This design comes from an exercise in tuning for small area, a short achievable clock period and few clock cycles on the open sky130 flow, not from production work.
Function was checked by simulation only, so behaviour that the tests miss may differ from the original.

**design/flow/design.v**
```verilog
module csr (
    input  logic        clk,
    input  logic        rst_n,
    input  logic        csr_read,
    input  logic        csr_write,
    input  logic [11:0] csr_addr,
    input  logic [31:0] csr_wdata,
    input  logic [2:0]  csr_op,         
    output logic [31:0] csr_rdata,
    output logic        csr_illegal,    
    input  logic        exception_trigger,
    input  logic [31:0] exception_pc,
    input  logic [31:0] exception_code,
    input  logic [31:0] exception_tval,
    input  logic        interrupt_trigger,
    input  logic [31:0] interrupt_pc,
    input  logic [31:0] interrupt_code,
    input  logic        mret_trigger,
    input  logic        timer_irq,
    input  logic        software_irq,
    input  logic        external_irq,
    output logic        interrupt_pending,
    input  logic        count_cycle,
    input  logic        count_instret,
    output logic [31:0] mstatus,
    output logic [31:0] mtvec,
    output logic [31:0] mepc,
    output logic [31:0] mie,
    output logic [31:0] mip
);
    localparam CSR_MVENDORID = 12'hF11;
    localparam CSR_MARCHID   = 12'hF12;
    localparam CSR_MIMPID    = 12'hF13;
    localparam CSR_MHARTID   = 12'hF14;
    localparam CSR_MSTATUS   = 12'h300;
    localparam CSR_MISA      = 12'h301;
    localparam CSR_MIE       = 12'h304;
    localparam CSR_MTVEC     = 12'h305;
    localparam CSR_MSCRATCH  = 12'h340;
    localparam CSR_MEPC      = 12'h341;
    localparam CSR_MCAUSE    = 12'h342;
    localparam CSR_MTVAL     = 12'h343;
    localparam CSR_MIP       = 12'h344;
    localparam CSR_MCYCLE    = 12'hB00;
    localparam CSR_MINSTRET  = 12'hB02;
    localparam CSR_MCYCLEH   = 12'hB80;
    localparam CSR_MINSTRETH = 12'hB82;
    localparam CSR_CYCLE     = 12'hC00;
    localparam CSR_TIME      = 12'hC01;
    localparam CSR_INSTRET   = 12'hC02;
    localparam CSR_CYCLEH    = 12'hC80;
    localparam CSR_TIMEH     = 12'hC81;
    localparam CSR_INSTRETH  = 12'hC82;
    logic [31:0] mvendorid;
    logic [31:0] marchid;
    logic [31:0] mimpid;
    logic [31:0] mhartid;
    logic [31:0] misa;
    logic [31:0] mscratch;
    logic [31:0] mcause;
    logic [31:0] mtval;
    logic [63:0] mcycle;
    logic [63:0] minstret;
    always_comb begin
        csr_rdata = 32'd0;
        csr_illegal = 1'b0;
        case (csr_addr)
            CSR_MVENDORID: csr_rdata = mvendorid;
            CSR_MARCHID:   csr_rdata = marchid;
                CSR_MIMPID:    csr_rdata = mimpid;
                CSR_MHARTID:   csr_rdata = mhartid;
                CSR_MISA:      csr_rdata = misa;
                CSR_MSTATUS:   csr_rdata = mstatus;
                CSR_MIE:       csr_rdata = mie;
                CSR_MTVEC:     csr_rdata = mtvec;
                CSR_MSCRATCH:  csr_rdata = mscratch;
                CSR_MEPC:      csr_rdata = mepc;
                CSR_MCAUSE:    csr_rdata = mcause;
                CSR_MTVAL:     csr_rdata = mtval;
                CSR_MIP:       csr_rdata = mip;
                CSR_MCYCLE:    csr_rdata = mcycle[31:0];
                CSR_MCYCLEH:   csr_rdata = mcycle[63:32];
                CSR_MINSTRET:  csr_rdata = minstret[31:0];
                CSR_MINSTRETH: csr_rdata = minstret[63:32];
                CSR_CYCLE:     csr_rdata = mcycle[31:0];
                CSR_CYCLEH:    csr_rdata = mcycle[63:32];
                CSR_INSTRET:   csr_rdata = minstret[31:0];
                CSR_INSTRETH:  csr_rdata = minstret[63:32];
                CSR_TIME:      csr_rdata = mcycle[31:0];   
                CSR_TIMEH:     csr_rdata = mcycle[63:32];
                default: begin
                    csr_rdata = 32'd0;
                    csr_illegal = 1'b1;   
                end
            endcase
    end
    always_ff @(posedge clk or negedge rst_n) begin
        if (!rst_n) begin
            mvendorid <= 32'd0;
            marchid   <= 32'd0;
            mimpid    <= 32'd0;
            mhartid   <= 32'd0;
            misa      <= 32'h40000100;   
            mstatus   <= 32'h00001800;   
            mie       <= 32'd0;
            mtvec     <= 32'h80000100;   
            mscratch  <= 32'd0;
            mepc      <= 32'd0;
            mcause    <= 32'd0;
            mtval     <= 32'd0;
            mip       <= 32'd0;
            mcycle    <= 64'd0;
            minstret  <= 64'd0;
        end else begin
            mip[3]  <= software_irq;    
            mip[7]  <= timer_irq;       
            mip[11] <= external_irq;    
            if (count_cycle) begin
                mcycle <= mcycle + 64'd1;
            end
            if (count_instret) begin
                minstret <= minstret + 64'd1;
            end
            if (exception_trigger) begin
                mepc <= exception_pc;
                mcause <= exception_code;
                mtval <= exception_tval;
                mstatus <= {mstatus[31:13], mstatus[12:11], mstatus[10:8], mstatus[3], mstatus[6:4], 1'b0, mstatus[2:0]};   
            end
            else if (interrupt_trigger) begin
                mepc <= interrupt_pc;
                mcause <= interrupt_code;
                mtval <= 32'd0;
                mstatus <= {mstatus[31:13], mstatus[12:11], mstatus[10:8], mstatus[3], mstatus[6:4], 1'b0, mstatus[2:0]};   
            end
            else if (mret_trigger) begin
                mstatus <= {mstatus[31:13], mstatus[12:11], mstatus[10:8], 1'b1, mstatus[6:4], mstatus[7], mstatus[2:0]};   
            end
            else if (csr_write && !csr_illegal) begin
                case (csr_addr)
                    CSR_MSTATUS: begin
                        mstatus <= {mstatus[31:13], csr_wdata[12:11], mstatus[10:8], csr_wdata[7], mstatus[6:4], csr_wdata[3], mstatus[2:0]};
                    end
                    CSR_MIE: begin
                        mie[3]  <= csr_wdata[3];    
                        mie[7]  <= csr_wdata[7];    
                        mie[11] <= csr_wdata[11];   
                    end
                    CSR_MTVEC: begin
                        mtvec <= {csr_wdata[31:2], 2'b00};   
                    end
                    CSR_MSCRATCH: begin
                        mscratch <= csr_wdata;
                    end
                    CSR_MEPC: begin
                        mepc <= {csr_wdata[31:2], 2'b00};   
                    end
                    CSR_MCAUSE: begin
                        mcause <= csr_wdata;
                    end
                    CSR_MTVAL: begin
                        mtval <= csr_wdata;
                    end
                    CSR_MIP: begin
                    end
                    CSR_MCYCLE: begin
                        mcycle[31:0] <= csr_wdata;
                    end
                    CSR_MCYCLEH: begin
                        mcycle[63:32] <= csr_wdata;
                    end
                    CSR_MINSTRET: begin
                        minstret[31:0] <= csr_wdata;
                    end
                    CSR_MINSTRETH: begin
                        minstret[63:32] <= csr_wdata;
                    end
                    default: begin
                    end
                endcase
            end
        end
    end
    assign interrupt_pending = (mstatus[3]) &&   
                               ((mie[3] && mip[3]) ||    
                                (mie[7] && mip[7]) ||    
                                (mie[11] && mip[11]));   
endmodule
module kcore (
    input  logic        clk,
    input  logic        rst_n,
    output logic        imem_valid,
    input  logic        imem_ready,
    output logic [31:0] imem_addr,
    input  logic [31:0] imem_rdata,
    output logic        dmem_valid,
    input  logic        dmem_ready,
    output logic        dmem_write,
    output logic [31:0] dmem_addr,
    output logic [31:0] dmem_wdata,
    output logic [3:0]  dmem_wstrb,
    input  logic [31:0] dmem_rdata,
    input  logic        timer_irq,
    input  logic        software_irq,
    input  logic        external_irq
);
    typedef struct packed {
        logic [31:0] pc;
        logic [31:0] instr;
        logic        valid;
    } if_id_t;
    typedef struct packed {
        logic [31:0] pc;
        logic [31:0] instr;
        logic [4:0]  rs1;
        logic [4:0]  rs2;
        logic [4:0]  rd;
        logic [31:0] imm;
        logic [31:0] rs1_data;
        logic [31:0] rs2_data;
        logic [6:0]  opcode;
        logic [2:0]  funct3;
        logic [6:0]  funct7;
        logic        valid;
    } id_ex_t;
    typedef struct packed {
        logic [31:0] pc;
        logic [31:0] instr;
        logic [31:0] alu_result;
        logic [31:0] rs2_data;
        logic [4:0]  rs1;
        logic [4:0]  rs2;
        logic [31:0] rs1_data;
        logic [4:0]  rd;
        logic [6:0]  opcode;
        logic [2:0]  funct3;
        logic [6:0]  funct7;
        logic        valid;
        logic        branch_taken;
        logic [31:0] branch_target;
    } ex_mem_t;
    typedef struct packed {
        logic [31:0] pc;
        logic [31:0] instr;
        logic [31:0] alu_result;
        logic [31:0] mem_data;
        logic [31:0] store_data;   
        logic [11:0] csr_addr;     
        logic [31:0] csr_wdata_saved;    
        logic [4:0]  rs1;
        logic [4:0]  rs2;
        logic [31:0] rs1_data;
        logic [31:0] rs2_data;
        logic [4:0]  rd;
        logic [6:0]  opcode;
        logic        valid;
    } mem_wb_t;
    if_id_t  if_id_reg, if_id_next;
    id_ex_t  id_ex_reg, id_ex_next;
    ex_mem_t ex_mem_reg, ex_mem_next;
    mem_wb_t mem_wb_reg, mem_wb_next;
    logic mem_wb_valid_reg;
    logic mem_wb_instr_retired;   
    logic [31:0] interrupt_code;
    always_comb begin
        if (software_irq)
            interrupt_code = {1'b1, 31'd3};   
        else if (timer_irq)
            interrupt_code = {1'b1, 31'd7};   
        else if (external_irq)
            interrupt_code = {1'b1, 31'd11};  
        else
            interrupt_code = {1'b1, 31'd0};   
    end
    csr u_csr (
        .clk                (clk),
        .rst_n              (rst_n),
        .csr_read           (csr_read),
        .csr_write          (csr_write),
        .csr_addr           (csr_addr),
        .csr_wdata          (csr_wdata),
        .csr_op             (csr_op),
        .csr_rdata          (csr_rdata),
        .csr_illegal        (csr_illegal),
        .exception_trigger  (exception_triggered),
        .exception_pc       (exception_pc),
        .exception_code     (exception_code),
        .exception_tval     (exception_tval),
        .interrupt_trigger  (interrupt_taken),
        .interrupt_pc       (interrupt_pc_saved),   
        .interrupt_code     (interrupt_code),   
        .mret_trigger       (mret_detected),    
        .timer_irq          (timer_irq),
        .software_irq       (software_irq),
        .external_irq       (external_irq),
        .interrupt_pending  (interrupt_pending),
        .count_cycle        (1'b1),   
        .count_instret      (mem_wb_reg.valid),   
        .mstatus            (mstatus),
        .mtvec              (mtvec),
        .mepc               (mepc),
        .mie                (mie),
        .mip                (mip)
    );
    logic [31:0] regfile [32];
    logic [31:0] wb_data;
    logic        wb_enable;
    logic        mret_detected;
    logic [31:0] pc, pc_next;
    logic        stall_if, stall_id, stall_ex, stall_mem;
    logic        flush_if, flush_id, flush_ex;
    logic        csr_read, csr_write;
    logic [11:0] csr_addr;
    logic [31:0] csr_wdata;
    logic [2:0]  csr_op;
    logic [31:0] csr_rdata;
    logic        csr_illegal;
    logic [31:0] mstatus, mtvec, mepc, mie, mip;
    logic        interrupt_pending;
    logic [63:0] mcycle, minstret;
    typedef enum logic [1:0] {
        IF_IDLE,
        IF_WAIT
    } if_state_t;
    if_state_t if_state, if_state_next;
    logic        if_ignore_next_ready;   
    logic [31:0] if_instr_buf;
    logic        if_instr_valid;
    typedef enum logic [2:0] {
        MEM_IDLE,
        MEM_READ_WAIT,
        MEM_WRITE_WAIT,
        MEM_AMO_READ,
        MEM_AMO_WRITE
    } mem_state_t;
    mem_state_t mem_state, mem_state_next;
    logic [31:0] mem_read_data;
    logic        mem_operation_done;
    logic [31:0] amo_read_data;   
    logic [31:0] amo_result;      
    logic [31:0] fwd_rs1_data, fwd_rs2_data;
    logic [1:0]  fwd_rs1_sel, fwd_rs2_sel;
    logic        branch_predict_taken;
    logic [31:0] branch_predict_target;
    logic        exception_triggered;
    logic [31:0] exception_code;
    logic [31:0] exception_pc;
    logic [31:0] exception_tval;
    logic        illegal_instr_exception;
    logic        instr_misaligned_exception;
    logic        load_misaligned_exception;
    logic        store_misaligned_exception;
    logic        ecall_exception;
    logic        ebreak_exception;
    localparam CAUSE_INSTR_MISALIGNED = 32'd0;
    localparam CAUSE_ILLEGAL_INSTR = 32'd2;
    localparam CAUSE_BREAKPOINT = 32'd3;
    localparam CAUSE_LOAD_MISALIGNED = 32'd4;
    localparam CAUSE_STORE_MISALIGNED = 32'd6;
    localparam CAUSE_ECALL_M = 32'd11;   
    logic        interrupt_taken;
    logic        interrupt_latched;   
    logic [31:0] interrupt_pc_saved;   
    localparam OP_LOAD     = 7'b0000011;
    localparam OP_STORE    = 7'b0100011;
    localparam OP_BRANCH   = 7'b1100011;
    localparam OP_JAL      = 7'b1101111;
    localparam OP_JALR     = 7'b1100111;
    localparam OP_IMM      = 7'b0010011;
    localparam OP_REG      = 7'b0110011;
    localparam OP_LUI      = 7'b0110111;
    localparam OP_AUIPC    = 7'b0010111;
    localparam OP_SYSTEM   = 7'b1110011;
    localparam OP_AMO      = 7'b0101111;
    localparam OP_FENCE    = 7'b0001111;
    always_ff @(posedge clk or negedge rst_n) begin
        if (!rst_n) begin
            pc <= 32'h8000_0000;   
            if_state <= IF_IDLE;
            if_instr_buf <= 32'd0;
            if_ignore_next_ready <= 1'b0;
        end else begin
            if (!stall_if) begin
                pc <= pc_next;
            end
            if_state <= if_state_next;
            if ((if_state == IF_WAIT) && (flush_if || interrupt_taken || exception_triggered)) begin
                if_ignore_next_ready <= 1'b1;
            end else if (if_ignore_next_ready && imem_ready) begin
                if_ignore_next_ready <= 1'b0;
            end
            if (flush_if) begin
                if_instr_buf <= 32'd0;
            end else if (if_state == IF_WAIT && imem_ready && !if_ignore_next_ready) begin
                if_instr_buf <= imem_rdata;
            end
        end
    end
    always_comb begin
        if_state_next = if_state;
        case (if_state)
            IF_IDLE: begin
                if (!stall_id) begin
                    if_state_next = IF_WAIT;
                end
            end
            IF_WAIT: begin
                if (flush_if || interrupt_taken || exception_triggered) begin
                    if_state_next = IF_IDLE;
                end else if (imem_ready) begin
                    if_state_next = IF_IDLE;
                end
            end
            default: if_state_next = IF_IDLE;
        endcase
    end
    assign imem_addr = pc;
    assign imem_valid = (if_state == IF_WAIT);
    assign if_instr_valid = (if_state == IF_WAIT) && imem_ready && !flush_if && !interrupt_taken && !exception_triggered && !if_ignore_next_ready;
    always_comb begin
        pc_next = pc;
        if (mret_detected) begin
            pc_next = {mepc[31:2], 2'b00};   
        end else if (exception_triggered) begin
            pc_next = mtvec;
        end else if (interrupt_taken) begin
            pc_next = mtvec;
        end else if (take_branch) begin
            pc_next = branch_target;   
        end else if (if_id_reg.valid && !stall_ex && !flush_ex &&
                     !(decoded_opcode == OP_JAL || decoded_opcode == OP_JALR)) begin
            pc_next = pc + 32'd4;
        end
    end
    always_ff @(posedge clk or negedge rst_n) begin
        if (!rst_n) begin
            if_id_reg <= '0;
        end else begin
            if (flush_id) begin
                if_id_reg <= '0;   
            end else if (!stall_id) begin
                if_id_reg <= if_id_next;
            end
        end
    end
    always_comb begin
        if_id_next = '0;   
        if_id_next.valid = if_instr_valid;
        if (if_instr_valid) begin
            if_id_next.pc = pc;
            if_id_next.instr = imem_rdata;
        end
    end
    logic [31:0] decoded_instr;
    assign decoded_instr = if_id_reg.instr;
    logic [4:0]  decoded_rs1, decoded_rs2, decoded_rd;
    logic [6:0]  decoded_opcode, decoded_funct7;
    logic [2:0]  decoded_funct3;
    logic [31:0] decoded_imm;
    logic        is_illegal_instr;
    assign decoded_opcode = decoded_instr[6:0];
    assign decoded_rd = decoded_instr[11:7];
    assign decoded_funct3 = decoded_instr[14:12];
    assign decoded_rs1 = decoded_instr[19:15];
    assign decoded_rs2 = decoded_instr[24:20];
    assign decoded_funct7 = decoded_instr[31:25];
    always_comb begin
        decoded_imm = 32'd0;
        case (decoded_opcode)
            OP_IMM, OP_LOAD, OP_JALR, OP_SYSTEM: begin
                decoded_imm = {{20{decoded_instr[31]}}, decoded_instr[31:20]};
            end
            OP_STORE: begin
                decoded_imm = {{20{decoded_instr[31]}}, decoded_instr[31:25], decoded_instr[11:7]};
            end
            OP_BRANCH: begin
                decoded_imm = {{20{decoded_instr[31]}}, decoded_instr[31], decoded_instr[7], decoded_instr[30:25], decoded_instr[11:8], 1'b0};
            end
            OP_LUI, OP_AUIPC: begin
                decoded_imm = {decoded_instr[31:12], 12'd0};
            end
            OP_JAL: begin
                decoded_imm = {{11{decoded_instr[31]}}, decoded_instr[31], decoded_instr[19:12], decoded_instr[20], decoded_instr[30:21], 1'b0};
            end
            default: decoded_imm = 32'd0;
        endcase
    end
    always_comb begin
        is_illegal_instr = 1'b0;
        begin
            case (decoded_opcode)
                OP_LOAD, OP_STORE, OP_BRANCH, OP_JAL, OP_JALR,
                OP_IMM, OP_REG, OP_LUI, OP_AUIPC, OP_SYSTEM,
                OP_AMO, OP_FENCE: begin
                end
                default: is_illegal_instr = 1'b1;
            endcase
        end
    end
    logic [31:0] rf_rs1_data, rf_rs2_data;
    assign rf_rs1_data = (decoded_rs1 == 5'd0) ? 32'd0 :
                         (wb_enable && mem_wb_reg.rd == decoded_rs1) ? wb_data : regfile[decoded_rs1];
    assign rf_rs2_data = (decoded_rs2 == 5'd0) ? 32'd0 :
                         (wb_enable && mem_wb_reg.rd == decoded_rs2) ? wb_data : regfile[decoded_rs2];
    always_ff @(posedge clk or negedge rst_n) begin
        if (!rst_n) begin
            id_ex_reg <= '0;
        end else begin
            if (flush_ex) begin
                id_ex_reg <= '0;   
            end else if (!stall_ex) begin
                id_ex_reg <= id_ex_next;
            end
        end
    end
    always_comb begin
        id_ex_next.pc = if_id_reg.pc;
        id_ex_next.instr = decoded_instr;
        id_ex_next.rs1 = decoded_rs1;
        id_ex_next.rs2 = decoded_rs2;
        id_ex_next.rd = decoded_rd;
        id_ex_next.imm = decoded_imm;
        id_ex_next.rs1_data = rf_rs1_data;
        id_ex_next.rs2_data = rf_rs2_data;
        id_ex_next.opcode = decoded_opcode;
        id_ex_next.funct3 = decoded_funct3;
        id_ex_next.funct7 = decoded_funct7;
        id_ex_next.valid = if_id_reg.valid && !is_illegal_instr;
    end
    always_comb begin
        csr_read = 1'b0;
        csr_write = 1'b0;
        csr_addr = id_ex_reg.imm[11:0];   
        csr_wdata = 32'd0;
        csr_op = id_ex_reg.funct3;
        if (id_ex_reg.valid && id_ex_reg.opcode == OP_SYSTEM) begin
            case (id_ex_reg.funct3)
                3'b001: begin   
                    csr_read = 1'b1;
                    csr_write = 1'b1;
                    csr_wdata = fwd_rs1_data;
                end
                3'b010: begin   
                    csr_read = 1'b1;
                    csr_write = (id_ex_reg.rs1 != 5'd0);   
                    csr_wdata = csr_rdata | fwd_rs1_data;
                end
                3'b011: begin   
                    csr_read = 1'b1;
                    csr_write = (id_ex_reg.rs1 != 5'd0);   
                    csr_wdata = csr_rdata & ~fwd_rs1_data;
                end
                3'b101: begin   
                    csr_read = 1'b1;
                    csr_write = 1'b1;
                    csr_wdata = {27'd0, id_ex_reg.rs1};   
                end
                3'b110: begin   
                    csr_read = 1'b1;
                    csr_write = (id_ex_reg.rs1 != 5'd0);   
                    csr_wdata = csr_rdata | {27'd0, id_ex_reg.rs1};
                end
                3'b111: begin   
                    csr_read = 1'b1;
                    csr_write = (id_ex_reg.rs1 != 5'd0);   
                    csr_wdata = csr_rdata & ~{27'd0, id_ex_reg.rs1};
                end
                default: begin
                    csr_read = 1'b0;
                    csr_write = 1'b0;
                end
            endcase
        end
    end
    logic ex_mem_writes_rd, mem_wb_writes_rd;
    assign ex_mem_writes_rd = (ex_mem_reg.opcode != OP_STORE) && (ex_mem_reg.opcode != OP_BRANCH);
    assign mem_wb_writes_rd = (mem_wb_reg.opcode != OP_STORE) && (mem_wb_reg.opcode != OP_BRANCH);
    always_comb begin
        if (ex_mem_reg.valid && ex_mem_writes_rd && ex_mem_reg.rd != 5'd0 && ex_mem_reg.rd == id_ex_reg.rs1) begin
            fwd_rs1_sel = 2'd1;
            fwd_rs1_data = ex_mem_reg.alu_result;
        end
        else if (mem_wb_reg.valid && mem_wb_writes_rd && mem_wb_reg.rd != 5'd0 && mem_wb_reg.rd == id_ex_reg.rs1) begin
            fwd_rs1_sel = 2'd2;
            if (mem_wb_reg.opcode == OP_LOAD || mem_wb_reg.opcode == OP_AMO) begin
                fwd_rs1_data = mem_wb_reg.mem_data;
            end else begin
                fwd_rs1_data = mem_wb_reg.alu_result;
            end
        end else begin
            fwd_rs1_sel = 2'd0;
            fwd_rs1_data = id_ex_reg.rs1_data;
        end
        if (ex_mem_reg.valid && ex_mem_writes_rd && ex_mem_reg.rd != 5'd0 && ex_mem_reg.rd == id_ex_reg.rs2) begin
            fwd_rs2_sel = 2'd1;
            fwd_rs2_data = ex_mem_reg.alu_result;
        end else if (mem_wb_reg.valid && mem_wb_writes_rd && mem_wb_reg.rd != 5'd0 && mem_wb_reg.rd == id_ex_reg.rs2) begin
            fwd_rs2_sel = 2'd2;
            if (mem_wb_reg.opcode == OP_LOAD || mem_wb_reg.opcode == OP_AMO) begin
                fwd_rs2_data = mem_wb_reg.mem_data;
            end else begin
                fwd_rs2_data = mem_wb_reg.alu_result;
            end
        end else begin
            fwd_rs2_sel = 2'd0;
            fwd_rs2_data = id_ex_reg.rs2_data;
        end
    end
    logic [31:0] alu_result;
    logic [31:0] alu_op1, alu_op2;
    logic        alu_branch_taken;
    assign alu_op1 = fwd_rs1_data;
    assign alu_op2 = (id_ex_reg.opcode == OP_REG || id_ex_reg.opcode == OP_BRANCH || id_ex_reg.opcode == OP_AMO) ? fwd_rs2_data : id_ex_reg.imm;
    logic [63:0] result_mul;
    logic [63:0] result_mulu;
    logic [63:0] result_mulsu;
    logic [31:0] result_div;
    logic [31:0] result_divu;
    logic [31:0] result_rem;
    logic [31:0] result_remu;
    assign result_mul[63:0]    = $signed  ({{32{alu_op1[31]}}, alu_op1[31:0]}) *
                                 $signed  ({{32{alu_op2[31]}}, alu_op2[31:0]});
    assign result_mulu[63:0]   = $unsigned({{32{1'b0}},        alu_op1[31:0]}) *
                                 $unsigned({{32{1'b0}},        alu_op2[31:0]});
    assign result_mulsu[63:0]  = $signed  ({{32{alu_op1[31]}}, alu_op1[31:0]}) *
                                 $unsigned({{32{1'b0}},        alu_op2[31:0]});
    assign result_div[31:0]    = (alu_op2 == 32'h00000000) ? 32'hffffffff :
                                 ((alu_op1 == 32'h80000000) && (alu_op2 == 32'hffffffff)) ?
                                 32'h80000000 :
                                 $signed  ($signed  (alu_op1) / $signed  (alu_op2));
    assign result_divu[31:0]   = (alu_op2 == 32'h00000000) ? 32'hffffffff :
                                 $unsigned($unsigned(alu_op1) / $unsigned(alu_op2));
    assign result_rem[31:0]    = (alu_op2 == 32'h00000000) ? alu_op1 :
                                 ((alu_op1 == 32'h80000000) && (alu_op2 == 32'hffffffff)) ?
                                 32'h00000000 :
                                 $signed  ($signed  (alu_op1) % $signed  (alu_op2));
    assign result_remu[31:0]   = (alu_op2 == 32'h00000000) ? alu_op1 :
                                 $unsigned($unsigned(alu_op1) % $unsigned(alu_op2));
    always_comb begin
        alu_result = 32'd0;
        alu_branch_taken = 1'b0;
        case (id_ex_reg.opcode)
            OP_LUI: begin
                alu_result = id_ex_reg.imm;
            end
            OP_AUIPC: begin
                alu_result = id_ex_reg.pc + id_ex_reg.imm;
            end
            OP_JAL: begin
                alu_result = id_ex_reg.pc + 32'd4;
            end
            OP_JALR: begin
                alu_result = id_ex_reg.pc + 32'd4;
            end
            OP_BRANCH: begin
                case (id_ex_reg.funct3)
                    3'b000: alu_branch_taken = (alu_op1 == alu_op2);   
                    3'b001: alu_branch_taken = (alu_op1 != alu_op2);   
                    3'b100: alu_branch_taken = ($signed(alu_op1) < $signed(alu_op2));   
                    3'b101: alu_branch_taken = ($signed(alu_op1) >= $signed(alu_op2));   
                    3'b110: alu_branch_taken = (alu_op1 < alu_op2);   
                    3'b111: alu_branch_taken = (alu_op1 >= alu_op2);   
                    default: alu_branch_taken = 1'b0;
                endcase
            end
            OP_LOAD, OP_STORE: begin
                alu_result = alu_op1 + alu_op2;
            end
            OP_IMM, OP_REG: begin
                case (id_ex_reg.funct3)
                    3'b000: begin   
                        if (id_ex_reg.opcode == OP_REG && id_ex_reg.funct7[5]) begin
                            alu_result = alu_op1 - alu_op2;
                        end else begin
                            alu_result = alu_op1 + alu_op2;
                        end
                    end
                    3'b001: alu_result = alu_op1 << alu_op2[4:0];   
                    3'b010: alu_result = ($signed(alu_op1) < $signed(alu_op2)) ? 32'd1 : 32'd0;   
                    3'b011: alu_result = (alu_op1 < alu_op2) ? 32'd1 : 32'd0;   
                    3'b100: alu_result = alu_op1 ^ alu_op2;   
                    3'b101: begin   
                        if (id_ex_reg.funct7[5]) begin
                            alu_result = $signed(alu_op1) >>> alu_op2[4:0];
                        end else begin
                            alu_result = alu_op1 >> alu_op2[4:0];
                        end
                    end
                    3'b110: alu_result = alu_op1 | alu_op2;   
                    3'b111: alu_result = alu_op1 & alu_op2;   
                endcase
                if (id_ex_reg.opcode == OP_REG && id_ex_reg.funct7 == 7'b0000001) begin
                    case (id_ex_reg.funct3)
                        3'b000: alu_result = result_mul[31:0];    
                        3'b001: alu_result = result_mul[63:32];   
                        3'b010: alu_result = result_mulsu[63:32];  
                        3'b011: alu_result = result_mulu[63:32];  
                        3'b100: alu_result = result_div;          
                        3'b101: alu_result = result_divu;         
                        3'b110: alu_result = result_rem;          
                        3'b111: alu_result = result_remu;         
                    endcase
                end
            end
            OP_SYSTEM: begin
                case (id_ex_reg.funct3)
                    3'b001, 3'b010, 3'b011: begin   
                        alu_result = csr_rdata;   
                    end
                    3'b101, 3'b110, 3'b111: begin   
                        alu_result = csr_rdata;   
                    end
                    default: alu_result = csr_rdata;
                endcase
            end
            OP_AMO: begin
                alu_result = alu_op1;   
            end
            default: alu_result = 32'd0;
        endcase
    end
    logic [31:0] branch_target;
    logic [31:0] target_addr;
    always_comb begin
        if (id_ex_reg.opcode == OP_JAL) begin
            target_addr = id_ex_reg.pc + id_ex_reg.imm;
        end else if (id_ex_reg.opcode == OP_JALR) begin
            target_addr = alu_op1 + id_ex_reg.imm;
        end else begin
            target_addr = id_ex_reg.pc + id_ex_reg.imm;   
        end
    end
    always_comb begin
        branch_target = {target_addr[31:1], 1'b0};   
    end
    always_comb begin
        instr_misaligned_exception = 1'b0;
        if (id_ex_reg.valid && |target_addr[1:0]) begin
            if ((id_ex_reg.opcode == OP_JAL) ||
                (id_ex_reg.opcode == OP_JALR) ||
                (id_ex_reg.opcode == OP_BRANCH && alu_branch_taken)) begin
                instr_misaligned_exception = 1'b1;
            end
        end
    end
    logic take_branch;
    logic prev_flush_ex;   
    always_ff @(posedge clk or negedge rst_n) begin
        if (!rst_n) begin
            prev_flush_ex <= 1'b0;
        end else begin
            prev_flush_ex <= flush_ex;
        end
    end
    assign take_branch = id_ex_reg.valid && !prev_flush_ex && !instr_misaligned_exception && (
                        (id_ex_reg.opcode == OP_JAL) ||
                        (id_ex_reg.opcode == OP_JALR) ||
                        (id_ex_reg.opcode == OP_BRANCH && alu_branch_taken)
                        );
    always_ff @(posedge clk or negedge rst_n) begin
        if (!rst_n) begin
            ex_mem_reg <= '0;
        end else begin
            if (!stall_mem) begin
                ex_mem_reg <= ex_mem_next;
            end
        end
    end
    always_comb begin
        ex_mem_next.pc = id_ex_reg.pc;
        ex_mem_next.instr = id_ex_reg.instr;
        ex_mem_next.alu_result = alu_result;
        ex_mem_next.rs2_data = fwd_rs2_data;
        ex_mem_next.rs1 = id_ex_reg.rs1;
        ex_mem_next.rs2 = id_ex_reg.rs2;
        ex_mem_next.rs1_data = fwd_rs1_data;
        ex_mem_next.rd = id_ex_reg.rd;
        ex_mem_next.opcode = id_ex_reg.opcode;
        ex_mem_next.funct3 = id_ex_reg.funct3;
        ex_mem_next.funct7 = id_ex_reg.funct7;
        ex_mem_next.valid = id_ex_reg.valid && !(instr_misaligned_exception || ebreak_exception ||
                                                 ecall_exception || load_misaligned_exception ||
                                                 store_misaligned_exception);
        ex_mem_next.branch_taken = take_branch;
        ex_mem_next.branch_target = branch_target;
    end
    always_ff @(posedge clk or negedge rst_n) begin
        if (!rst_n) begin
            mem_state <= MEM_IDLE;
        end else begin
            mem_state <= mem_state_next;
        end
    end
    always_comb begin
        logic mem_misaligned;
        mem_state_next = mem_state;
        dmem_addr = ex_mem_reg.alu_result;
        dmem_valid = 1'b0;
        dmem_write = 1'b0;
        dmem_wdata = 32'd0;
        dmem_wstrb = 4'b0000;
        mem_operation_done = 1'b0;
        mem_read_data = 32'd0;
        mem_misaligned = 1'b0;
        if (ex_mem_reg.valid) begin
            if (ex_mem_reg.opcode == OP_LOAD) begin
                case (ex_mem_reg.funct3[1:0])
                    2'b01: mem_misaligned = (ex_mem_reg.alu_result[0] != 1'b0);  
                    2'b10: mem_misaligned = (ex_mem_reg.alu_result[1:0] != 2'b00);  
                    default: mem_misaligned = 1'b0;  
                endcase
            end else if (ex_mem_reg.opcode == OP_STORE) begin
                case (ex_mem_reg.funct3[1:0])
                    2'b01: mem_misaligned = (ex_mem_reg.alu_result[0] != 1'b0);  
                    2'b10: mem_misaligned = (ex_mem_reg.alu_result[1:0] != 2'b00);  
                    default: mem_misaligned = 1'b0;  
                endcase
            end
        end
        case (mem_state)
            MEM_IDLE: begin
                if (ex_mem_reg.valid && !mem_misaligned) begin
                    if (ex_mem_reg.opcode == OP_LOAD) begin
                        mem_state_next = MEM_READ_WAIT;
                    end else if (ex_mem_reg.opcode == OP_STORE) begin
                        mem_state_next = MEM_WRITE_WAIT;
                    end else if (ex_mem_reg.opcode == OP_AMO) begin
                        mem_state_next = MEM_AMO_READ;
                    end else begin
                        mem_operation_done = 1'b1;
                    end
                end else begin
                    mem_operation_done = 1'b1;
                end
            end
            MEM_READ_WAIT: begin
                dmem_valid = 1'b1;
                dmem_write = 1'b0;
                if (dmem_ready) begin
                    mem_read_data = dmem_rdata;
                    mem_operation_done = 1'b1;
                    mem_state_next = MEM_IDLE;
                end
            end
            MEM_WRITE_WAIT: begin
                dmem_valid = 1'b1;
                dmem_write = 1'b1;
                case (ex_mem_reg.funct3[1:0])
                    2'b00: begin   
                        case (ex_mem_reg.alu_result[1:0])
                            2'b00: begin
                                dmem_wdata = {24'd0, ex_mem_reg.rs2_data[7:0]};
                                dmem_wstrb = 4'b0001;
                            end
                            2'b01: begin
                                dmem_wdata = {16'd0, ex_mem_reg.rs2_data[7:0], 8'd0};
                                dmem_wstrb = 4'b0010;
                            end
                            2'b10: begin
                                dmem_wdata = {8'd0, ex_mem_reg.rs2_data[7:0], 16'd0};
                                dmem_wstrb = 4'b0100;
                            end
                            2'b11: begin
                                dmem_wdata = {ex_mem_reg.rs2_data[7:0], 24'd0};
                                dmem_wstrb = 4'b1000;
                            end
                        endcase
                    end
                    2'b01: begin   
                        if (ex_mem_reg.alu_result[1] == 1'b0) begin
                            dmem_wdata = {16'd0, ex_mem_reg.rs2_data[15:0]};
                            dmem_wstrb = 4'b0011;
                        end else begin
                            dmem_wdata = {ex_mem_reg.rs2_data[15:0], 16'd0};
                            dmem_wstrb = 4'b1100;
                        end
                    end
                    2'b10: begin   
                        dmem_wdata = ex_mem_reg.rs2_data;
                        dmem_wstrb = 4'b1111;
                    end
                    default: begin
                        dmem_wdata = ex_mem_reg.rs2_data;
                        dmem_wstrb = 4'b1111;
                    end
                endcase
                if (dmem_ready) begin
                    mem_operation_done = 1'b1;
                    mem_state_next = MEM_IDLE;
                end
            end
            MEM_AMO_READ: begin
                dmem_valid = 1'b1;
                dmem_write = 1'b0;
                dmem_wstrb = 4'b1111;
                if (dmem_ready) begin
                    mem_read_data = dmem_rdata;
                    mem_state_next = MEM_AMO_WRITE;
                end
            end
            MEM_AMO_WRITE: begin
                dmem_valid = 1'b1;
                dmem_write = 1'b1;
                dmem_wdata = amo_result;
                dmem_wstrb = 4'b1111;
                if (dmem_ready) begin
                    mem_operation_done = 1'b1;
                    mem_state_next = MEM_IDLE;
                end
            end
            default: mem_state_next = MEM_IDLE;
        endcase
    end
    always_ff @(posedge clk or negedge rst_n) begin
        if (!rst_n) begin
            amo_read_data <= 32'd0;
        end else if (mem_state == MEM_AMO_READ && dmem_ready) begin
            amo_read_data <= dmem_rdata;
        end
    end
    always_comb begin
        amo_result = amo_read_data;
        if (ex_mem_reg.opcode == OP_AMO) begin
            case (ex_mem_reg.funct7[6:2])   
                5'b00010: amo_result = amo_read_data + ex_mem_reg.rs2_data;   
                5'b00001: amo_result = ex_mem_reg.rs2_data;                   
                5'b00000: amo_result = amo_read_data + ex_mem_reg.rs2_data;   
                5'b01100: amo_result = amo_read_data & ex_mem_reg.rs2_data;   
                5'b01000: amo_result = amo_read_data | ex_mem_reg.rs2_data;   
                5'b00100: amo_result = amo_read_data ^ ex_mem_reg.rs2_data;   
                5'b10000: begin   
                    if ($signed(ex_mem_reg.rs2_data) > $signed(amo_read_data))
                        amo_result = ex_mem_reg.rs2_data;
                    else
                        amo_result = amo_read_data;
                end
                5'b10100: begin   
                    if ($signed(ex_mem_reg.rs2_data) < $signed(amo_read_data))
                        amo_result = ex_mem_reg.rs2_data;
                    else
                        amo_result = amo_read_data;
                end
                5'b11000: begin   
                    if (ex_mem_reg.rs2_data > amo_read_data)
                        amo_result = ex_mem_reg.rs2_data;
                    else
                        amo_result = amo_read_data;
                end
                5'b11100: begin   
                    if (ex_mem_reg.rs2_data < amo_read_data)
                        amo_result = ex_mem_reg.rs2_data;
                    else
                        amo_result = amo_read_data;
                end
                default: amo_result = amo_read_data;
            endcase
        end
    end
    logic [31:0] aligned_load_data;
    always_comb begin
        if (ex_mem_reg.opcode == OP_AMO) begin
            aligned_load_data = amo_read_data;
        end else begin
            aligned_load_data = mem_read_data;
            if (ex_mem_reg.opcode == OP_LOAD) begin
                case (ex_mem_reg.funct3)
                3'b000: begin   
                    case (ex_mem_reg.alu_result[1:0])
                        2'b00: aligned_load_data = {{24{mem_read_data[7]}}, mem_read_data[7:0]};
                        2'b01: aligned_load_data = {{24{mem_read_data[15]}}, mem_read_data[15:8]};
                        2'b10: aligned_load_data = {{24{mem_read_data[23]}}, mem_read_data[23:16]};
                        2'b11: aligned_load_data = {{24{mem_read_data[31]}}, mem_read_data[31:24]};
                    endcase
                end
                3'b001: begin   
                    if (ex_mem_reg.alu_result[1] == 1'b0) begin
                        aligned_load_data = {{16{mem_read_data[15]}}, mem_read_data[15:0]};
                    end else begin
                        aligned_load_data = {{16{mem_read_data[31]}}, mem_read_data[31:16]};
                    end
                end
                3'b010: begin   
                    aligned_load_data = mem_read_data;
                end
                3'b100: begin   
                    case (ex_mem_reg.alu_result[1:0])
                        2'b00: aligned_load_data = {24'd0, mem_read_data[7:0]};
                        2'b01: aligned_load_data = {24'd0, mem_read_data[15:8]};
                        2'b10: aligned_load_data = {24'd0, mem_read_data[23:16]};
                        2'b11: aligned_load_data = {24'd0, mem_read_data[31:24]};
                    endcase
                end
                3'b101: begin   
                    if (ex_mem_reg.alu_result[1] == 1'b0) begin
                        aligned_load_data = {16'd0, mem_read_data[15:0]};
                    end else begin
                        aligned_load_data = {16'd0, mem_read_data[31:16]};
                    end
                end
                default: aligned_load_data = mem_read_data;
            endcase
            end
        end
    end
    always_ff @(posedge clk or negedge rst_n) begin
        if (!rst_n) begin
            mem_wb_reg <= '0;
            mem_wb_valid_reg <= 1'b0;
            mem_wb_instr_retired <= 1'b0;
        end else begin
            if (mem_operation_done) begin
                mem_wb_reg <= mem_wb_next;
                mem_wb_valid_reg <= mem_wb_next.valid;
                mem_wb_instr_retired <= mem_wb_next.valid;   
            end else begin
                mem_wb_instr_retired <= 1'b0;   
            end
        end
    end
    always_comb begin
        mem_wb_next.pc = ex_mem_reg.pc;
        mem_wb_next.instr = ex_mem_reg.instr;
        mem_wb_next.alu_result = ex_mem_reg.alu_result;
        mem_wb_next.mem_data = aligned_load_data;
        mem_wb_next.store_data = ex_mem_reg.rs2_data;   
        mem_wb_next.csr_addr = ex_mem_reg.instr[31:20];   
        mem_wb_next.csr_wdata_saved = csr_wdata;   
        mem_wb_next.rs1 = ex_mem_reg.rs1;
        mem_wb_next.rs2 = ex_mem_reg.rs2;
        mem_wb_next.rs1_data = ex_mem_reg.rs1_data;
        mem_wb_next.rs2_data = ex_mem_reg.rs2_data;
        mem_wb_next.rd = ex_mem_reg.rd;
        mem_wb_next.opcode = ex_mem_reg.opcode;
        mem_wb_next.valid = ex_mem_reg.valid;
    end
    assign mret_detected = id_ex_reg.valid && !stall_ex &&
                           (id_ex_reg.opcode == OP_SYSTEM) &&
                           (id_ex_reg.funct3 == 3'b000) &&
                           (id_ex_reg.instr[31:20] == 12'h302);
    always_comb begin
        wb_enable = mem_wb_valid_reg && (mem_wb_reg.rd != 5'd0) &&
                    (mem_wb_reg.opcode != OP_STORE) &&
                    (mem_wb_reg.opcode != OP_BRANCH);
        case (mem_wb_reg.opcode)
            OP_LOAD: wb_data = mem_wb_reg.mem_data;
            OP_AMO: wb_data = mem_wb_reg.mem_data;   
            default: wb_data = mem_wb_reg.alu_result;
        endcase
    end
    always_ff @(posedge clk) begin
        if (wb_enable) begin
            regfile[mem_wb_reg.rd] <= wb_data;
        end
        regfile[0] <= 32'd0;   
    end
    assign illegal_instr_exception = if_id_reg.valid && is_illegal_instr;
    always_comb begin
        load_misaligned_exception = 1'b0;
        store_misaligned_exception = 1'b0;
        if (id_ex_reg.valid) begin
            case (id_ex_reg.opcode)
                OP_LOAD: begin
                    case (id_ex_reg.funct3[1:0])
                        2'b01: begin  
                            if (alu_result[0] != 1'b0) begin
                                load_misaligned_exception = 1'b1;
                            end
                        end
                        2'b10: begin  
                            if (alu_result[1:0] != 2'b00) begin
                                load_misaligned_exception = 1'b1;
                            end
                        end
                        default: ;  
                    endcase
                end
                OP_STORE: begin
                    case (id_ex_reg.funct3[1:0])
                        2'b01: begin  
                            if (alu_result[0] != 1'b0) begin
                                store_misaligned_exception = 1'b1;
                            end
                        end
                        2'b10: begin  
                            if (alu_result[1:0] != 2'b00) begin
                                store_misaligned_exception = 1'b1;
                            end
                        end
                        default: ;  
                    endcase
                end
                default: ;  
            endcase
        end
    end
    assign ecall_exception = id_ex_reg.valid &&
                            (id_ex_reg.opcode == OP_SYSTEM) &&
                            (id_ex_reg.funct3 == 3'b000) &&
                            (id_ex_reg.imm[11:0] == 12'h000);
    assign ebreak_exception = id_ex_reg.valid &&
                            (id_ex_reg.opcode == OP_SYSTEM) &&
                            (id_ex_reg.funct3 == 3'b000) &&
                            (id_ex_reg.imm[11:0] == 12'h001);
    always_comb begin
        exception_triggered = 1'b0;
        exception_code = 32'd0;
        exception_pc = 32'd0;
        exception_tval = 32'd0;
        if (instr_misaligned_exception) begin
            exception_triggered = 1'b1;
            exception_code = CAUSE_INSTR_MISALIGNED;
            exception_pc = id_ex_reg.pc;
            exception_tval = target_addr;   
        end else if (illegal_instr_exception) begin
            exception_triggered = 1'b1;
            exception_code = CAUSE_ILLEGAL_INSTR;
            exception_pc = if_id_reg.pc;
            exception_tval = if_id_reg.instr;
        end else if (ebreak_exception) begin
            exception_triggered = 1'b1;
            exception_code = CAUSE_BREAKPOINT;
            exception_pc = id_ex_reg.pc;
            exception_tval = 32'd0;   
        end else if (ecall_exception) begin
            exception_triggered = 1'b1;
            exception_code = CAUSE_ECALL_M;
            exception_pc = id_ex_reg.pc;
            exception_tval = 32'd0;   
        end else if (load_misaligned_exception) begin
            exception_triggered = 1'b1;
            exception_code = CAUSE_LOAD_MISALIGNED;
            exception_pc = id_ex_reg.pc;
            exception_tval = alu_result;
        end else if (store_misaligned_exception) begin
            exception_triggered = 1'b1;
            exception_code = CAUSE_STORE_MISALIGNED;
            exception_pc = id_ex_reg.pc;
            exception_tval = alu_result;
        end
    end
    always_comb begin
        stall_if = 1'b0;   
        stall_id = (if_state == IF_WAIT) && !if_instr_valid;   
        stall_ex = !mem_operation_done;
        stall_mem = !mem_operation_done;
        flush_if = take_branch || exception_triggered || interrupt_taken || mret_detected;
        flush_id = take_branch || exception_triggered || interrupt_taken || mret_detected;
        flush_ex = take_branch || exception_triggered || interrupt_taken || mret_detected;
    end
    logic interrupt_in_progress;   
    logic system_in_ex;
    assign system_in_ex = id_ex_reg.valid && (id_ex_reg.opcode == OP_SYSTEM);
    always_ff @(posedge clk or negedge rst_n) begin
        if (!rst_n) begin
            interrupt_latched <= 1'b0;
            interrupt_pc_saved <= 32'd0;
            interrupt_in_progress <= 1'b0;
        end else begin
            if (interrupt_taken && !interrupt_in_progress) begin
                interrupt_in_progress <= 1'b1;
            end
            if (interrupt_latched) begin
                interrupt_latched <= 1'b0;
            end
            if (interrupt_in_progress && mret_detected) begin
                interrupt_in_progress <= 1'b0;
            end
            if (interrupt_pending && !interrupt_latched && !interrupt_taken &&
                !if_id_reg.valid && !stall_ex &&
                !interrupt_in_progress && !mret_detected && !system_in_ex &&
                !flush_ex && !take_branch && !exception_triggered) begin
                interrupt_latched <= 1'b1;
                interrupt_pc_saved <= pc;   
            end
        end
    end
    assign interrupt_taken = interrupt_latched;
endmodule
```
**design/flow/run.sh**
```bash
#!/bin/bash
# synth_recipe.tcl (not shown) runs the flow's synth.tcl, then flattens the netlist and writes it again
# the make line also repeats each setting of config.mk as NAME=value (left out here)
make -C /OpenROAD-flow-scripts/flow DESIGN_CONFIG=/design/flow/config.mk WORK_HOME=/design/flow/orfs CLKGATE_MAP_FILE= SYNTH_SCRIPT=/design/flow/synth_recipe.tcl finish
```
**design/flow/config.mk**
```make
export PLATFORM = sky130hd
export DESIGN_NAME = kcore
export DESIGN_NICKNAME = kcore
export VERILOG_FILES = /design/flow/design.v
export SDC_FILE = /design/flow/constraint.sdc
export NUM_CORES = 8
export LEC_CHECK = 0
export CAP_MARGIN = 20
export CORE_MARGIN = 2
export CORE_UTILIZATION = 40
export SLEW_MARGIN = 20
```
**design/flow/constraint.sdc**
```tcl
create_clock -name core_clock -period 100.0 [get_ports {clk}]
set_input_delay 20.0000 -clock core_clock [delete_from_list [all_inputs] [get_ports {clk}]]
set_output_delay 20.0000 -clock core_clock [all_outputs]
set_load 0.01 [all_outputs]
```
==> results_dict.tcl <==
set metrics [dict create \
    outcome "complete, no violations" \
    final_routed_wirelength_mm 1266 \
    worst_path_most_repeated_cell "sky130_fd_sc_hd__o21a_1" \
    die_area_sq_um 600300 \
    remaining_drc_errors 0 \
    effective_utilization_at_floorplan_pct 40.09 \
    syn_area_sq_um 237700 \
    hold_viol 0 \
    hold_class "flip-flop to flip-flop" \
    placement_stage_cell_area_sq_um 265100 \
    end_kind "flip-flop" \
    slew_violations 0 \
    final_period_minus_worst_setup_slack_ns 94.18 \
    setup.worst_path.start_class "flip-flop" \
    fp-row-count 283 \
    die_w_um 774.8 \
    synthesis.area_per_instance_sq_um 9.164 \
    grt_max_degree 165 \
    numCtsBuffers 168 \
    dp_cells 35167 \
    coreArea_sq_um 592700 \
    floorplan.die.height_um 774.8 \
    largest_register_ffs 992 \
    gp_congestion 1.088 \
    clock_sink_count 1778 \
    slowest_stage "sky130_fd_sc_hd__a2111oi_0" \
    stdcell_area_sq_um 271800 \
    number_of_global_route_vias_before_repair 217024 \
    critical-path-top-delay-family "compound AO/OA/AOI/OAI gates" \
    worst_endpoint_required_time_ns 100.76 \
    design.final.nets 31876 \
    worst_slew_pin_slew_ns 1.346 \
    number_of_synthesized_flops_with_an_enable_pin 992 \
    worst_clock_skew_ns 0.1151 \
    mostFrequentLayoutCells "sky130_fd_sc_hd__nand2_1, sky130_fd_sc_hd__inv_1, sky130_fd_sc_hd__buf_4" \
    clock.fmax_mhz 10.62 \
    ratio_of_final_minimum_period_to_clock_period_pct 94.18 \
    synth_area_leaders "sky130_fd_sc_hd__fa_1, sky130_fd_sc_hd__edfxtp_1, sky130_fd_sc_hd__ha_1" \
    ys_types 147 \
    clkTransAtPathRegs_ns 0.07 \
    biggest_area_consumer_among_synthesized_cells "sky130_fd_sc_hd__fa_1" \
    maxCapViolCount 0 \
    mostFrequentLayoutCell "sky130_fd_sc_hd__nand2_1" \
    dr_total_vias 223287 \
    grt_pass1_wl_mm 1734 \
    final_cells 35619 \
    placement.io_buffers 172 \
    maxUsedRoutingLayer "met5" \
    area_delta_synth_final_pct 14.38 \
    grtUsageTotal_pct 41.13 \
    mappedNetlistNets 30270 \
    max-slew-margin-rel_pct 9.742 \
    vias_per_cell 6.269 \
    drive_above_1_share_pct 15.84 \
    final.hold.worst_slack_ns 0.4270 \
    drt_iter0_drc 29023 \
    critical_path_arrival_ns 94.94 \
    h-tree-depth 4 \
    io-pin-count 174 \
    setup_viol 0 \
    synth_async_sr_flop_share_pct 44.21 \
    clock-root-buffer "sky130_fd_sc_hd__clkbuf_16" \
    worst_skew_pair.late_latency_ns 0.89 \
    gr-total-overflow 0 \
    drt-pass1-iter-count 8 \
    ctsLongestPathBuffers 4 \
    instance_count_of_the_mapped_netlist 25933 \
    critical_path_depth 457 \
    synth-seq-area-share_pct 20.81 \
    timing.reg2reg.worst_path_depth 457 \
    criticalPathCategory "flip-flop to flip-flop" \
    dr_wl_met3_mm 144.3 \
    critical_path.max_stage_delay_ns 0.64 \
    synth_seq_cells 1778 \
    antenna_violations_before_repair 146 \
    routedWlPerCell_um 35.56 \
    yosysWarnings 2 \
    synth_flop_cell "sky130_fd_sc_hd__edfxtp_1" \
    path_max_fanout 28 \
    detailed_placement_wirelength_estimate_mm 996.3 \
    wirelength_met1_mm 485.9 \
    ant_nets 0 \
    synth_largest_type_area_fraction_pct 19.25 \
    whs_path_depth 2 \
    crit_path_buffers_inverters 56 \
    met2RoutedLength_mm 527.4 \
    cts_tree "done" \
]
per-layer routing:
layer | vias to the layer above | GRT usage (%)
met5 | - | 0.1185
met4 | 90 | 28.41
met3 | 3236 | 11.45
met2 | 13954 | 59.84
met1 | 111941 | 53.00
li1 | 94066 | -
path summary, 6_finish.rpt:
| check | start | to | slack, ns |
|---|---|---|---|
| worst min register to register | id_ex_reg[139]$_DFFE_PN0P_ | ex_mem_reg[172]$_DFFE_PN0P_ | 0.43 |
| worst max-delay path | mem_wb_reg[6]$_DFFE_PN0P_ | u_csr.mcycle[53]$_DFF_PN0_ | 5.82 |
| max in group asynchronous | rst_n | amo_read_data[10]$_DFFE_PN0P_ | 75.56 |
| min in group asynchronous | rst_n | u_csr.minstret[18]$_DFF_PN0_ | 19.17 |
| worst max register to register | mem_wb_reg[6]$_DFFE_PN0P_ | u_csr.mcycle[53]$_DFF_PN0_ | 5.82 |
| worst min-delay path | id_ex_reg[139]$_DFFE_PN0P_ | ex_mem_reg[172]$_DFFE_PN0P_ | 0.43 |
what timing repair did:
| action | CTS | global route |
|---|---|---|
| setup endpoints to repair | 0 | 618 |
| buffers inserted | 0 | 31 |
| hold buffers | 0 | 0 |
| resized for setup | 0 | 153 |
cell usage after synthesis, types with 132 or more instances:
| master | n |
|---|---|
| sky130_fd_sc_hd__a211oi_1 | 157 |
| sky130_fd_sc_hd__a21o_1 | 402 |
| sky130_fd_sc_hd__a21oi_1 | 1643 |
| sky130_fd_sc_hd__a221oi_1 | 139 |
| sky130_fd_sc_hd__a22o_1 | 188 |
| sky130_fd_sc_hd__a31oi_1 | 222 |
| sky130_fd_sc_hd__and3_1 | 180 |
| sky130_fd_sc_hd__buf_1 | 229 |
| sky130_fd_sc_hd__clkbuf_1 | 928 |
| sky130_fd_sc_hd__dfrtp_1 | 781 |
| sky130_fd_sc_hd__edfxtp_1 | 992 |
| sky130_fd_sc_hd__fa_1 | 2285 |
| sky130_fd_sc_hd__ha_1 | 1981 |
| sky130_fd_sc_hd__inv_1 | 2686 |
| sky130_fd_sc_hd__mux2_2 | 253 |
| sky130_fd_sc_hd__mux2i_1 | 301 |
| sky130_fd_sc_hd__mux4_2 | 576 |
| sky130_fd_sc_hd__nand2_1 | 2724 |
| sky130_fd_sc_hd__nand2b_1 | 162 |
| sky130_fd_sc_hd__nand3_1 | 431 |
| sky130_fd_sc_hd__nand4_1 | 193 |
| sky130_fd_sc_hd__nor2_1 | 2495 |
| sky130_fd_sc_hd__nor2b_1 | 190 |
| sky130_fd_sc_hd__nor3_1 | 567 |
| sky130_fd_sc_hd__o211ai_1 | 154 |
| sky130_fd_sc_hd__o21a_1 | 378 |
| sky130_fd_sc_hd__o21ai_0 | 1298 |
| sky130_fd_sc_hd__o22ai_1 | 132 |
| sky130_fd_sc_hd__or3_1 | 168 |
| sky130_fd_sc_hd__xnor2_1 | 754 |
| sky130_fd_sc_hd__xor2_1 | 419 |
final cells by class:
type	count	area, sq um
flip-flops and latches	1778	49520
diodes	117	292.8
repair buffers	2747	22050
clock inverters	84	880.8
repair inverters	1	5.005
well taps	7837	9806
inverters	2721	10230
clock buffers	212	4573
fillers	57233	320900
multi-input cells	20122	174500
per-stage QoR:
step	setup TNS, ns	util [%]	setup WS, ns
detailed placement	0	44.72	3.212
global placement	0	44.69	3.643
global route	-1.246	45.82	-0.05898
finish	0	45.86	5.815
floorplan	0	-	2.810
CTS	0	45.64	2.716
kinds of logic (layout without fill, tap and decap cells):
| group | count (synthesis) | in the layout | synth area share [%] |
|---|---|---|---|
| AO/OA/AOI/OAI | 5887 | 5890 | 16.06 |
| XOR/XNOR | 1173 | 1173 | 4.323 |
| adder cells (fa/ha/maj) | 4266 | 4266 | 29.68 |
| buffers and inverters | 4036 | 5765 | 6.742 |
| flip-flops | 1778 | 1778 | 20.81 |
| multiplexers | 1136 | 1136 | 7.966 |
| other | 1 | 118 | 0.001578 |
| AND/OR/NAND/NOR | 7656 | 7656 | 14.42 |
tightest hold or removal path, delay by kind of cell (launching register included):
family,cells,cell delay (ns)
flops,1,0.35
simple gates,2,0.10
Testbench counts, summed over its fixed seeds: cycles 74,406.

[what the ideal ports hide]
The flow's constraints put no driver on any port. The routed layout listed below was extracted and timed again, unchanged, in two steps. Step 1: set_driving_cell puts a clkbuf_16 on clk and a buf_2 on each other input, an assumption about the parent block. Step 2 moves the port delays by t, midway between the first and last clock arrival at a register: inputs arrive t later, outputs are due t later. That takes back most of the time a late clock gives input paths. a / b / c = ideal / step 1 / step 2; a / b = the first two.
t, ns: 0.933
setup slack, ns: 5.815 / 5.815 / 5.815
cell pins on the clock port's net: 1
After both steps this run still meets setup and hold. For this run, drivers alone change the setup slack by 0.000 ns; drivers and shift together by 0.000 ns.
